This is an optimization exercise on Yosys and OpenROAD, whose aim is small area, a short achievable clock period and few clock cycles per item, not a production implementation.
In this exercise RTL edits were held to simulation tests only and were not proved equivalent to the original.
Power is estimated from default activity; no workload was simulated.

Setup of run B:
## mat_mul
module mat_mul #
    (
        parameter integer DIM_LOG = 2,
        parameter integer DIM = 2**DIM_LOG,
        parameter integer SIZE = DIM*DIM,
        parameter integer SIZE_LOG = 2*DIM_LOG,
        parameter integer DATA_WIDTH = 32
    )
    (
        input wire  s00_axi_aclk,
        input wire  s00_axi_aresetn,
        output wire  s00_axis_tready,
        input wire [DATA_WIDTH-1 : 0] s00_axis_tdata,
        input wire  s00_axis_tlast,
        input wire  s00_axis_tvalid,
        output wire  m00_axis_tvalid,
        output wire [DATA_WIDTH-1 : 0] m00_axis_tdata,
        output wire [(DATA_WIDTH/8)-1 : 0] m00_axis_tstrb,
        output wire  m00_axis_tlast,
        input wire  m00_axis_tready,
        input wire sel,
        input wire start
    );
Size: roughly 7700 cells after synthesis, about 78 I/O pins, about 120000 sq um of cells after synthesis.
Settings: LEC_CHECK=0, CAP_MARGIN=20, CORE_MARGIN=2, CORE_UTILIZATION=55, CTS_BUF_LIST=sky130_fd_sc_hd__clkbuf_16, CTS_CLUSTER_DIAMETER=70, CTS_CLUSTER_SIZE=22, PLACE_DENSITY=0.7, SLEW_MARGIN=20; clock period 10.0 ns.
standard.sh (not shown) runs the stock make flow with config.mk's settings and CLKGATE_MAP_FILE= SYNTH_SCRIPT=/design/flow/synth_recipe.tcl, a recipe that flattens the netlist after the stock synthesis.
==> flow/flow/run.sh <==
#!/bin/bash
# Standard layout (the standard.sh, unchanged synthesis) with timing repair
# aimed below the 10 ns clock: repair_timing works until the setup slack
# reaches SETUP_SLACK_MARGIN, so the layout gets faster than the clock asks.
set -euo pipefail
export SETUP_SLACK_MARGIN=6.5
bash standard.sh > standard_make.log 2>&1
Testbench counts of run B, summed over its fixed seeds: cycles 6,512, jobs 192.
#### Input delta (run D over run B)
- removing CTS_CLUSTER_DIAMETER (formerly 70)
- changing PLACE_DENSITY from 0.7 to 0.6
- changing CTS_BUF_LIST from sky130_fd_sc_hd__clkbuf_16 to sky130_fd_sc_hd__clkbuf_8
- changing CORE_UTILIZATION from 55 to 40
- removing CTS_CLUSTER_SIZE (formerly 22)
--- a/flow/flow/run.sh
+++ b/flow/flow/run.sh
@@ -6 +6 @@
-export SETUP_SLACK_MARGIN=6.5
+export SETUP_SLACK_MARGIN=6.6
Sort run D and run B by post-route standard cell area excluding fillers, descending, and run D comes first. Run D vs. run B: final worst clock skew went up by 78 ps. In terms of hold slack, run B and run D differ only marginally. Clock-buffer cell count: run D higher than run B.


Starting RTL as in the previous note.
==> flow/design.v (excerpt) <==
module mat_mul #
    (
        parameter integer DIM_LOG = 2,
        parameter integer DIM = 2**DIM_LOG,
        parameter integer SIZE = DIM*DIM,
        parameter integer SIZE_LOG = 2*DIM_LOG,
        parameter integer DATA_WIDTH = 32
    )
    (
        input wire  s00_axi_aclk,
        input wire  s00_axi_aresetn,
        output wire  s00_axis_tready,
        input wire [DATA_WIDTH-1 : 0] s00_axis_tdata,
        input wire  s00_axis_tlast,
        input wire  s00_axis_tvalid,
        output wire  m00_axis_tvalid,
        output wire [DATA_WIDTH-1 : 0] m00_axis_tdata,
        output wire [(DATA_WIDTH/8)-1 : 0] m00_axis_tstrb,
        output wire  m00_axis_tlast,
        input wire  m00_axis_tready,
        input wire sel,
        input wire start
    );
    localparam [1:0] OP_OUT = 2'd0, OP_XI = 2'd1, OP_ETA = 2'd2;
    wire rst = !s00_axi_aresetn;
    reg [31:0] f_data0, f_data1;
    reg        f_sel0, f_sel1, f_last0, f_last1;
    reg [1:0]  f_cnt;
    reg        in_ready;
    assign s00_axis_tready = in_ready;
    wire push = s00_axis_tvalid && in_ready;
    reg [31:0] mem_A [0:15];
    reg [31:0] mem_B [0:15];
    reg [3:0]  wr_addr;
    reg        active;       
    reg [3:0]  idx;          
    reg [3:0]  xi_dirty;     
    reg [3:0]  eta_dirty;    
    reg        o_v, o_l, k_v, k_l;    
    reg [31:0] r_out;
    reg [31:0] k_data;
    reg        v0, v1, v2, v3;         
    reg [1:0]  t0_op, t1_op, t2_op, t3_op;
    reg [1:0]  t0_i, t1_i, t2_i, t3_i;
    reg [1:0]  t0_j, t1_j, t2_j, t3_j;
  ...
Settings: LEC_CHECK=0, CAP_MARGIN=20, CORE_MARGIN=2, CORE_UTILIZATION=40, CTS_BUF_LIST=sky130_fd_sc_hd__clkbuf_16, CTS_CLUSTER_DIAMETER=70, CTS_CLUSTER_SIZE=22, PLACE_DENSITY=0.6, SLEW_MARGIN=20; clock period 10.0 ns.
==> flow/flow/run.sh <==
#!/bin/bash
# Standard layout (the standard.sh, unchanged synthesis) with timing repair
# aimed below the 10 ns clock: repair_timing works until the setup slack
# reaches SETUP_SLACK_MARGIN, so the layout gets faster than the clock asks.
set -euo pipefail
export SETUP_SLACK_MARGIN=6.3
bash standard.sh > standard_make.log 2>&1
Testbench counts at the start, summed over its fixed seeds: cycles 6,512, jobs 192.
Change:
--- a/flow/flow/run.sh
+++ b/flow/flow/run.sh
@@ -5,3 +5,3 @@
 set -euo pipefail
-export SETUP_SLACK_MARGIN=6.3
+export SETUP_SLACK_MARGIN=6.5
 bash standard.sh > standard_make.log 2>&1
Settings changed: CORE_UTILIZATION 40 to 50, PLACE_DENSITY 0.6 to 0.65.
The changed run went through all stages and came out clean.
Register-to-register slack gets better by 170 ps.
Synthesized area stays the same.
First-iteration DRC count climbs by 9.8%.
Die area drops by about 20%.
Power climbs by about 0.9%.
Cell area climbs by 0.72%.
Combinational power climbs by about 3%.
Routed wire length climbs by 1.4%.
Change:
--- a/flow/flow/run.sh
+++ b/flow/flow/run.sh
@@ -5,3 +5,3 @@
 set -euo pipefail
-export SETUP_SLACK_MARGIN=6.5
+export SETUP_SLACK_MARGIN=6.4
 bash standard.sh > standard_make.log 2>&1
Settings changed: CORE_UTILIZATION 50 to 40, PLACE_DENSITY 0.65 to 0.6.
Result:
- The new run passed the timing, DRC and antenna checks
- combinational power drops by about 2%
- core utilization drops by 11 points
- critical path depth stays the same
- worst setup slack loses 6.7 ps
- non-clock buffer count drops by 42
- design area stays flat
Change:
--- a/flow/flow/run.sh
+++ b/flow/flow/run.sh
@@ -5,3 +5,3 @@
 set -euo pipefail
-export SETUP_SLACK_MARGIN=6.4
+export SETUP_SLACK_MARGIN=6.3
 bash standard.sh > standard_make.log 2>&1
Settings changed: CORE_UTILIZATION 40 to 50, PLACE_DENSITY 0.6 to 0.65.
The changed run completed with no timing, DRC or antenna violations.
Via count drops slightly.
Fmax shrinks slightly.
Routed wire length drops by a few percent.
Combinational power drops by a few percent.
Cell area fell by a few percent.
Total power decreases by a few percent.
Worst setup slack is worse by 61 ps.
Global-route usage climbs by 4.4 points.
Sequential share of layout area went up by 1.1 points.
Register-to-register slack gets worse by 140 ps.
Change:
Settings changed: CORE_UTILIZATION 50 to 40, CTS_BUF_LIST sky130_fd_sc_hd__clkbuf_16 to sky130_fd_sc_hd__clkbuf_8, CTS_CLUSTER_DIAMETER 70 to unset, CTS_CLUSTER_SIZE 22 to unset, PLACE_DENSITY 0.65 to 0.6.
Result: The new run finished with timing, DRC and antenna clean. Cell count climbs by 11%. Sequential power is about the same. Global-route usage fell by 4.2 points. Clock power rose by 24%. Synthesized cell count does not change. Die area goes up by 25%. Setup slack loses 140 ps. Power came out higher by 5.2%. Wire length rises by 4.0%. Hold slack degrades by 41 ps.
Change:
Settings changed: CTS_BUF_LIST sky130_fd_sc_hd__clkbuf_8 to sky130_fd_sc_hd__clkbuf_16, CTS_CLUSTER_DIAMETER set to 60, CTS_CLUSTER_SIZE set to 16.
The changed run passed the timing, DRC and antenna checks.
Routed wire length is lower slightly.
Final cell count is lower by a few percent.
Hold slack improved by 38 ps.
Design area is lower slightly.
Setup slack improved by 170 ps.
Critical path depth is unchanged.

## re-timing with driven ports
In the flow no input, the clock included, has a driving cell. The finished layouts below were timed again as built, in two steps.
Step 1: set_driving_cell puts a clkbuf_16 on s00_axi_aclk and a buf_2 on each other input, an assumption about the parent block.
Step 2 moves the port delays by t, midway between the first and last clock arrival at a register: inputs arrive t later, outputs are due t later. That takes back most of the time a late clock gives input paths.
Three values: ideal ports, drivers, drivers and shift; two values: the first two.
run | t, ns | setup slack, ns | worst setup path after step 2 | worst register clock-pin slew, ns | cell pins on the clock port's net
run B | 0.935 | 6.382 / 6.286 / 5.890 | input to register | 0.09 / 0.09 | 1
run D | 1.111 | 6.097 / 6.008 / 6.010 | input to register | 0.07 / 0.07 | 1
the first run of note 2 | 0.930 | 6.291 / 6.202 / 5.947 | input to register | 0.09 / 0.09 | 1
the second run of note 2 | 0.905 | 6.392 / 6.301 / 6.003 | input to register | 0.09 / 0.09 | 1
the third run of note 2 | 0.930 | 6.385 / 6.279 / 5.910 | input to register | 0.09 / 0.09 | 1
the fourth run of note 2 | 0.938 | 6.324 / 6.282 / 6.001 | input to register | 0.10 / 0.10 | 1
the fifth run of note 2 | 1.114 | 6.186 / 6.101 / 5.937 | input to register | 0.07 / 0.07 | 1
the sixth run of note 2 | 0.952 | 6.354 / 6.263 / 5.966 | input to register | 0.08 / 0.08 | 1
After both steps every run listed still meets setup and hold. The setup slack of run B, which loses most, moves by -0.096 ns with the drivers and by -0.492 ns with both steps.
